This design comes from an exercise in tuning for small area, a short achievable clock period and few clock cycles on the open sky130 flow, not from production work.
Only simulation tests tie the RTL to the original design; equivalence was not proved.

==> flow/design.v (excerpt) <==
module subterranean_lwc
#(parameter ASYNC_RSTN = 0,
parameter G_PWIDTH = 32,
parameter G_SWIDTH = 32,
parameter G_SEGMENT_SIZE_BITS = 16,
parameter G_HASH_SIZE_WORDS = 8,
parameter G_TAG_SIZE_WORDS = 4
)
(
    input wire clk,
    input wire rst,
    input wire [(G_PWIDTH-1):0] pdi_data,
    input wire pdi_valid,
    output wire pdi_ready,
    input wire [(G_SWIDTH-1):0] sdi_data,
    input wire sdi_valid,
    output wire sdi_ready,
    output wire [(G_PWIDTH-1):0] do_data,
    output wire do_valid,
    input wire do_ready,
    output wire do_last
);
localparam P_IDLE = 4'd0,  P_NHDR = 4'd1,  P_NDAT = 4'd2,  P_AHDR = 4'd3,
           P_ADAT = 4'd4,  P_PHDR = 4'd5,  P_PDAT = 4'd6,  P_TAG  = 4'd7,
           P_THDR = 4'd8,  P_TDAT = 4'd9,  P_SQ   = 4'd10, P_STAT = 4'd11,
           P_HHDR = 4'd12, P_HDAT = 4'd13, P_INST = 4'd14;
function [31:0] bswap(input [31:0] x);
    bswap = {x[7:0], x[15:8], x[23:16], x[31:24]};
endfunction
reg [14:0] ph;          
reg [256:0] st;
reg [4:0] nr;           
reg nz;                 
reg [3:0] cnt;          
reg [15:0] len;         
reg lastw;              
reg [2:0] wsize;        
reg eot;
reg dec;
reg fail;
reg [1:0] bidx;         
reg hlast;              
reg [1:0] sph;          
reg [1:0] kcnt;
reg kact;               
reg hfirst;             
reg pv, pc;             
reg [32:0] o0, o1;
reg v0, v1;
reg prdy, srdy;         
reg m_key;              
reg m_word;             
reg m_hash;             
reg m_sq;               
reg m_t;                
reg dfull;              
reg [14:0] ph_n;
reg [4:0] nr_n;
reg [3:0] cnt_n;
reg [15:0] len_n;
reg eot_n, dec_n, fail_n, kact_n, hfirst_n, nz_n, hlast_n;
reg [1:0] bidx_n, sph_n, kcnt_n;
reg push;
reg [32:0] pw;
wire ptake = pdi_valid & prdy;
wire stake = sdi_valid & srdy;
wire qpush = (pdi_valid & pv) | pc;
wire [4:0] nr_dec = nz ? 5'd0 : (nr - 5'd1);
wire wr_ok = ~v1;
wire pop = v0 & do_ready;
wire [31:0] z;
wire [31:0] y;
always @(*) begin
    ph_n = ph;
    nr_n = nr_dec;
    nz_n = (nr[4:1] == 4'd0);
    hlast_n = hlast;
    cnt_n = cnt;
    len_n = len;
    eot_n = eot;
    dec_n = dec;
    fail_n = fail;
    kact_n = kact;
    hfirst_n = hfirst;
    bidx_n = bidx;
    sph_n = sph;
    kcnt_n = kcnt;
    push = 1'b0;
    pw = 33'd0;
    if (stake) begin
        case (sph)
  ...
Size: roughly 3100 cells after synthesis, about 390 flip-flops, ~110 I/O pins, about 0.027 mm^2 of cells after synthesis.
make LEC_CHECK=0 ABC_CLOCK_PERIOD_IN_PS=2000 CAP_MARGIN=20 CORE_MARGIN=2 CORE_UTILIZATION=40 SETUP_SLACK_MARGIN=3.0 SLEW_MARGIN=20 TNS_END_PERCENT=5 finish   # period 5.0 ns
run.sh (not shown) runs the stock make flow with config.mk's settings and CLKGATE_MAP_FILE= SYNTH_SCRIPT=/design/flow/synth_recipe.tcl, a recipe that flattens the netlist after the stock synthesis.
Testbench counts at the start, summed over its fixed seeds: cycles 13,493.
Next try:
- ABC_CLOCK_PERIOD_IN_PS: 2000 -> 2500
- SETUP_SLACK_MARGIN: 3.0 -> 2.4
After rerunning: The new run ran to the end with no violations; sequential cell count does not change; clock-buffer cell count does not change; setup slack loses 130 ps; die area is unchanged; global-route usage drops by 0.63 points.


wip/amber:
subterranean_lwc, a different RTL version from the one above (not shown whole).
Size in the first run: about 3,200 cells after synthesis, roughly 410 flip-flops, roughly 110 I/O pins.
==> flow/design.v (excerpt) <==
module subterranean_lwc
#(parameter ASYNC_RSTN = 0,
parameter G_PWIDTH = 32,
parameter G_SWIDTH = 32,
parameter G_SEGMENT_SIZE_BITS = 16,
parameter G_HASH_SIZE_WORDS = 8,
parameter G_TAG_SIZE_WORDS = 4
)
(
    input wire clk,
    input wire rst,
    input wire [(G_PWIDTH-1):0] pdi_data,
    input wire pdi_valid,
    output wire pdi_ready,
    input wire [(G_SWIDTH-1):0] sdi_data,
    input wire sdi_valid,
    output wire sdi_ready,
    output wire [(G_PWIDTH-1):0] do_data,
    output wire do_valid,
    input wire do_ready,
    output wire do_last
);
clock: 5.0 ns
lec_check: 0
abc_clock_period_in_ps: 2000
cap_margin: 20
core_margin: 2
core_utilization: 40
cts_cluster_diameter: 100
cts_cluster_size: 24
setup_slack_margin: 2.6
slew_margin: 20
tns_end_percent: 2
standard.sh (not shown) runs the stock make flow with config.mk's settings and CLKGATE_MAP_FILE= SYNTH_SCRIPT=/design/flow/synth_recipe.tcl, a recipe that flattens the netlist after the stock synthesis.
==> flow/flow/run.sh <==
#!/bin/bash
# The standard layout, except that the port buffers are plain buffers
# (buffer_ports otherwise picks a delay cell, clkdlybuf4s50_1, for them).
set -euo pipefail
export BUFFER_PORTS_ARGS="-buffer_cell sky130_fd_sc_hd__buf_4"
bash standard.sh finish > make_finish.log 2>&1
wip/amber: PASS, flow complete, no timing, DRC or antenna violations
Testbench counts of wip/amber, summed over its fixed seeds: cycles 13,182.
#### Input delta (wip/zinc over wip/amber)
Settings: a change of SETUP_SLACK_MARGIN from 2.6 to 2.8; a change of TNS_END_PERCENT from 2 to 5.
==> run summary <==
- Minimum setup slack in the final design: wip/zinc better than wip/amber
- Cell depth of the worst hold path came out exactly the same in wip/zinc and wip/amber.
- Diff wip/amber -> wip/zinc: wire length moved up; global-route usage moved up.
- Summary: global-route wire length before repair, wip/zinc worse than wip/amber
- For the relative slew slack, wip/zinc came in 6.8 points higher than wip/amber did.


Another version of the RTL of subterranean_lwc (not shown whole).
For scale: roughly 3000 cells after synthesis, roughly 0.026 mm2 of cells after synthesis.
Settings: LEC_CHECK=0, ABC_CLOCK_PERIOD_IN_PS=2000, CAP_MARGIN=20, CORE_MARGIN=2, CORE_UTILIZATION=40, SETUP_SLACK_MARGIN=3.0, SLEW_MARGIN=20, TNS_END_PERCENT=5; clock period 5.0 ns.
run.sh (not shown) runs the stock make flow with config.mk's settings and CLKGATE_MAP_FILE= SYNTH_SCRIPT=/design/flow/synth_recipe.tcl, a recipe that flattens the netlist after the stock synthesis.
Stock flow here: none of the scripts above is used.
Testbench counts at the start, summed over its fixed seeds: cycles 13,493.
Change:
- ABC_CLOCK_PERIOD_IN_PS: 2000 -> 2500
- SETUP_SLACK_MARGIN: 3.0 -> 2.4
Result: The changed run completed without violations; global-route usage is lower by 1.3 points; routed wire length fell by a few percent; core utilization drops by 1.7 points; sequential share of layout area climbs by 0.93 points; first-iteration DRC count falls by a few percent; via count shrinks by a few percent; clock skew falls by 0.0045 ns.


subterranean_lwc, a different RTL version from the one above (not shown whole).
For scale: ~110 I/O pins.
export LEC_CHECK = 0
export ABC_CLOCK_PERIOD_IN_PS = 2500
export CAP_MARGIN = 20
export CORE_MARGIN = 2
export CORE_UTILIZATION = 40
export SETUP_SLACK_MARGIN = 2.4
export SLEW_MARGIN = 20
export TNS_END_PERCENT = 5
create_clock -name core_clock -period 5.0 [get_ports {clk}]
standard.sh (not shown) runs the stock make flow with config.mk's settings and CLKGATE_MAP_FILE= SYNTH_SCRIPT=/design/flow/synth_recipe.tcl, a recipe that flattens the netlist after the stock synthesis.
Scripts as last shown in full above: flow/flow/run.sh
Testbench counts at the start, summed over its fixed seeds: cycles 13,309.
Next try:
- CTS_CLUSTER_DIAMETER: default -> 100
- CTS_CLUSTER_SIZE: default -> 30
Result: The changed run ran to the end with no violations; final cell count fell by 1.1%; die area stays the same; synthesized area does not change; clock skew fell by 0.016 ns; global-route usage fell by 0.44 points; register-to-register slack is better by 0.13 ns; routed wire length fell by 1.9%; non-clock buffer count is unchanged; maximum frequency rose by 1.8%; setup slack is better by 0.047 ns.


subterranean_lwc, a different RTL version from the one above (not shown whole).
Size in the first run: roughly 3100 cells after synthesis, about 110 I/O pins, roughly 27000 µm² of cells after synthesis.
clock: 5.0 ns
lec_check: 0
abc_clock_period_in_ps: 2000
cap_margin: 20
core_margin: 2
core_utilization: 40
cts_cluster_diameter: 100
cts_cluster_size: 24
setup_slack_margin: 2.65
slew_margin: 20
tns_end_percent: 5
Scripts as last shown in full above: flow/flow/run.sh
Testbench counts at the start, summed over its fixed seeds: cycles 13,182.
Change:
--- a/flow/config.mk
+++ b/flow/config.mk
@@ -9,8 +9,9 @@
 export CAP_MARGIN = 20
 export CORE_MARGIN = 2
-export CORE_UTILIZATION = 40
+export CORE_UTILIZATION = 55
 export CTS_CLUSTER_DIAMETER = 100
 export CTS_CLUSTER_SIZE = 24
-export SETUP_SLACK_MARGIN = 2.65
+export PLACE_DENSITY = 0.75
+export SETUP_SLACK_MARGIN = 2.8
 export SLEW_MARGIN = 20
 export TNS_END_PERCENT = 5
Outcome: The new run ran to the end with no violations. Clock skew falls by 0.020 ns. Area after synthesis stays the same. Setup slack gains 0.098 ns. Non-clock buffer count increases by 23. Die area goes down by a quarter to a third. Final cell count is lower by a few percent. Global-route usage grows by 12 points. Routed wire length grows by a little under a tenth. Flip-flop and latch count does not change.


== JK ==
subterranean_lwc again, from the RTL that the note above started with.
clock: 5.0 ns
lec_check: 0
abc_clock_period_in_ps: 2000
cap_margin: 20
core_margin: 2
core_utilization: 40
cts_cluster_diameter: 100
cts_cluster_size: 24
setup_slack_margin: 2.8
slew_margin: 20
tns_end_percent: 5
Scripts as last shown in full above: flow/flow/run.sh
No stage failed in JK, and the final checks on the layout all came back clean.
Testbench counts of JK, summed over its fixed seeds: cycles 13,182.
> inputs changed (JK -> MS)
-- flow/config.mk --
<<< JK, line 8
export ABC_CLOCK_PERIOD_IN_PS = 2000
>>> MS, line 8
export ABC_CLOCK_PERIOD_IN_PS = 2300
### Flow results
- From JK to MS, clock sink count did not move at all.
- Hold slack came out exactly the same in JK and MS.
- Between JK and MS, the difference in share of the cycle needed by the critical path after routing is negligible.
- Reported for JK and MS, area growth from synthesis to layout turned out identical to the last digit.
- [compare] base=JK new=MS: count of clock buffers in the final design about even, register fraction of the total cell area about even.
Inputs modified between MS and AL:
-- flow/config.mk --
<<< MS, line 8
export ABC_CLOCK_PERIOD_IN_PS = 2300
>>> AL, line 8
export ABC_CLOCK_PERIOD_IN_PS = 2000
<<< MS, line 14
>>> AL, line 14
export PLACE_DENSITY = 0.75
## What came out
No run among MS and AL stopped early or left any final violation; all are clean. From MS to AL the numbers moved as follows: count of cell instances traversed by the critical path saw an increase, number of nets in the layout level, final setup violation count comparable, cell area comparable. MS → AL: worst hold slack went up; setup slack went up. Compared to MS, AL has first-pass GRT wire length about 1.7% lower. [compare] base=MS new=AL: global-route usage went down, maximum number of pins on one net before global-route repair went down.
#### Input delta (TR over AL)
-- flow/config.mk --
<<< AL, line 14
export PLACE_DENSITY = 0.75
>>> TR, line 14
export PLACE_DENSITY = 0.88
==> run summary <==
- The run showing the greater portion of the layout cell area used by non-clock buffers is AL.
- Compared with AL, TR shows a lower layout overhead on the synthesized area.
- Across both runs, wire length was lower for TR than for AL.


subterranean_lwc, a different RTL version from the one above (not shown whole).
For scale: about 3200 cells after synthesis, roughly 110 I/O pins, ~27000 um^2 of cells after synthesis.
## subterranean_lwc
module subterranean_lwc
#(parameter ASYNC_RSTN = 0,
parameter G_PWIDTH = 32,
parameter G_SWIDTH = 32,
parameter G_SEGMENT_SIZE_BITS = 16,
parameter G_HASH_SIZE_WORDS = 8,
parameter G_TAG_SIZE_WORDS = 4
)
(
    input wire clk,
    input wire rst,
    input wire [(G_PWIDTH-1):0] pdi_data,
    input wire pdi_valid,
    output wire pdi_ready,
    input wire [(G_SWIDTH-1):0] sdi_data,
    input wire sdi_valid,
    output wire sdi_ready,
    output wire [(G_PWIDTH-1):0] do_data,
    output wire do_valid,
    input wire do_ready,
    output wire do_last
);
localparam P_IDLE = 4'd0,  P_NHDR = 4'd1,  P_NDAT = 4'd2,  P_AHDR = 4'd3,
           P_ADAT = 4'd4,  P_PHDR = 4'd5,  P_PDAT = 4'd6,  P_TAG  = 4'd7,
           P_THDR = 4'd8,  P_TDAT = 4'd9,  P_SQ   = 4'd10, P_STAT = 4'd11,
           P_HHDR = 4'd12, P_HDAT = 4'd13, P_INST = 4'd14;
function [31:0] bswap(input [31:0] x);
    bswap = {x[7:0], x[15:8], x[23:16], x[31:24]};
endfunction
reg [14:0] ph;          
reg [256:0] st;
reg [4:0] nr;           
reg nz;                 
reg [3:0] cnt;          
reg [15:0] len;         
reg lastw;              
reg [2:0] wsize;        
reg eot;
reg dec;
reg fail;
reg [1:0] bidx;         
reg hlast;              
reg [3:0] bsel;         
reg [3:0] bsel_n;
reg [3:0] mb;           
reg [3:0] mp;           
reg ms;                 
reg dsel;               
reg kw;                 
reg [4:0] padv;         
reg [1:0] sph;          
reg [1:0] kcnt;
reg kact;               
reg hfirst;             
reg spend;              
reg hpend;              
reg pinst_v, pinst_h;   
reg pv, pc;             
reg [32:0] o0, o1;
reg v0, v1;
reg prdy, srdy;         
reg m_key;              
reg m_word;             
reg m_hash;             
reg m_sq;               
reg m_t;                
reg dfull;              
reg [14:0] ph_n;
reg [4:0] nr_n;
reg [3:0] cnt_n;
reg [15:0] len_n;
reg lastw_n;
reg [2:0] wsize_n;
  ...
==> flow/config.mk <==
export PLATFORM = sky130hd
export DESIGN_NAME = subterranean_lwc
export DESIGN_NICKNAME = subterranean_lwc
export VERILOG_FILES = /design/flow/design.v
export SDC_FILE = /design/flow/constraint.sdc
export NUM_CORES = 4
export LEC_CHECK = 0
export ABC_CLOCK_PERIOD_IN_PS = 1800
export CAP_MARGIN = 20
export CORE_MARGIN = 2
export CORE_UTILIZATION = 40
export CTS_CLUSTER_DIAMETER = 100
export CTS_CLUSTER_SIZE = 24
export SETUP_SLACK_MARGIN = 3.2
export SLEW_MARGIN = 20
export TNS_END_PERCENT = 5
==> flow/constraint.sdc <==
create_clock -name core_clock -period 5.0 [get_ports {clk}]
set_input_delay 1.0000 -clock core_clock [delete_from_list [all_inputs] [get_ports {clk}]]
set_output_delay 1.0000 -clock core_clock [all_outputs]
set_load 0.01 [all_outputs]
Scripts as last shown in full above: flow/flow/run.sh
The first run completed without violations.
Testbench counts at the start, summed over its fixed seeds: cycles 13,182.
Change:
- ABC_CLOCK_PERIOD_IN_PS: 1800 -> 2000
- SETUP_SLACK_MARGIN: 3.2 -> 2.8
=> Clock-buffer cell count does not change. Wire length shrinks by 1.5%. Worst setup slack got worse by 0.041 ns. Fmax went down by 1.5%. Final area shrinks by 2.6%. Final cell count drops by 0.65%. Non-clock buffer count drops by 27.


Setup of run A:
Another version of the RTL of subterranean_lwc (not shown whole).
For scale: roughly 410 flip-flops, about 28000 um^2 of cells after synthesis.
export LEC_CHECK = 0
export ABC_CLOCK_PERIOD_IN_PS = 2000
export CAP_MARGIN = 20
export CORE_MARGIN = 2
export CORE_UTILIZATION = 40
export CTS_CLUSTER_DIAMETER = 100
export CTS_CLUSTER_SIZE = 24
export SETUP_SLACK_MARGIN = 2.8
export SLEW_MARGIN = 20
export TNS_END_PERCENT = 5
create_clock -name core_clock -period 5.0 [get_ports {clk}]
Scripts as last shown in full above: flow/flow/run.sh
Testbench counts of run A, summed over its fixed seeds: cycles 13,182.
Setup changes, run A to run B
-- flow/flow/run.sh --
<<< run A, line 5
export BUFFER_PORTS_ARGS="-buffer_cell sky130_fd_sc_hd__buf_4"
>>> run B, line 5
export BUFFER_PORTS_ARGS="-buffer_cell sky130_fd_sc_hd__buf_2"
-- flow/config.mk --
<<< run A, line 14
export SETUP_SLACK_MARGIN = 2.8
>>> run B, line 14
export SETUP_SLACK_MARGIN = 2.6
### Flow results
Taking run B over run A, the total length of routed met3 wires ratio works out to 0.948.
Of run B and run A, the run reporting the lower design area was run B.
Area growth from synthesis to final layout down 3.0 points in run B wrt run A
Final critical delay including setup and external delays is higher on run B
Of run B and run A, the higher fraction of area in multi-input gates belongs to run B.
Re longest individual stage delay on the worst path: run B is 0.12 ns up on run A.

==> re-timing with driven ports <==
The results above use ideal ports. As a check the final layouts listed here were re-extracted and re-timed, cells and wires unchanged.
Step 1, drivers: a clkbuf_16 drives clk and a buf_2 each remaining input, both assumed.
Step 2 moves the port delays by t, midway between the first and last clock arrival at a register: inputs arrive t later, outputs are due t later. That takes back most of the time a late clock gives input paths.
a / b / c = ideal / step 1 / step 2; a / b = the first two.
run	shift t [ns]	slack for setup (ns)	worst hold slack (ns)	worst register clock-pin slew, ns
the first run of note 1	0.659	2.418 / 2.348 / 1.834	0.499 / 0.499 / 0.499	0.06 / 0.06
the second run of note 1	0.653	2.285 / 2.322 / 1.670	0.498 / 0.498 / 0.498	0.06 / 0.06
wip/amber	0.649	2.446 / 2.446 / 1.894	0.483 / 0.483 / 0.483	0.11 / 0.11
wip/zinc	0.651	2.646 / 2.646 / 2.084	0.482 / 0.482 / 0.482	0.11 / 0.11
the first run of note 3	0.657	1.896 / 1.927 / 1.270	0.511 / 0.511 / 0.511	0.07 / 0.07
the second run of note 3	0.657	1.865 / 1.904 / 1.248	0.513 / 0.513 / 0.513	0.07 / 0.07
the first run of note 4	0.679	2.303 / 2.303 / 1.740	0.469 / 0.469 / 0.469	0.07 / 0.07
the second run of note 4	0.643	2.350 / 2.389 / 1.746	0.486 / 0.486 / 0.486	0.12 / 0.12
the first run of note 5	0.659	2.515 / 2.515 / 1.956	0.479 / 0.479 / 0.479	0.11 / 0.11
the second run of note 5	0.621	2.612 / 2.647 / 2.026	0.492 / 0.492 / 0.492	0.11 / 0.11
JK	0.661	2.714 / 2.690 / 2.079	0.479 / 0.479 / 0.479	0.11 / 0.11
MS	0.661	2.714 / 2.690 / 2.079	0.479 / 0.479 / 0.479	0.11 / 0.11
AL	0.630	2.740 / 2.709 / 2.141	0.485 / 0.485 / 0.485	0.11 / 0.11
TR	0.637	2.613 / 2.613 / 2.065	0.481 / 0.481 / 0.481	0.11 / 0.11
the first run of note 7	0.652	2.334 / 2.351 / 1.699	0.490 / 0.490 / 0.490	0.11 / 0.11
the second run of note 7	0.649	2.293 / 2.309 / 1.660	0.481 / 0.481 / 0.481	0.11 / 0.11
run A	0.672	2.695 / 2.643 / 2.058	0.488 / 0.488 / 0.488	0.11 / 0.11
run B	0.656	2.580 / 2.551 / 1.967	0.485 / 0.485 / 0.485	0.11 / 0.11
After both steps setup and hold are still met in every run listed. For run A, which loses most, drivers alone change the setup slack by -0.052 ns; drivers and shift together by -0.637 ns.
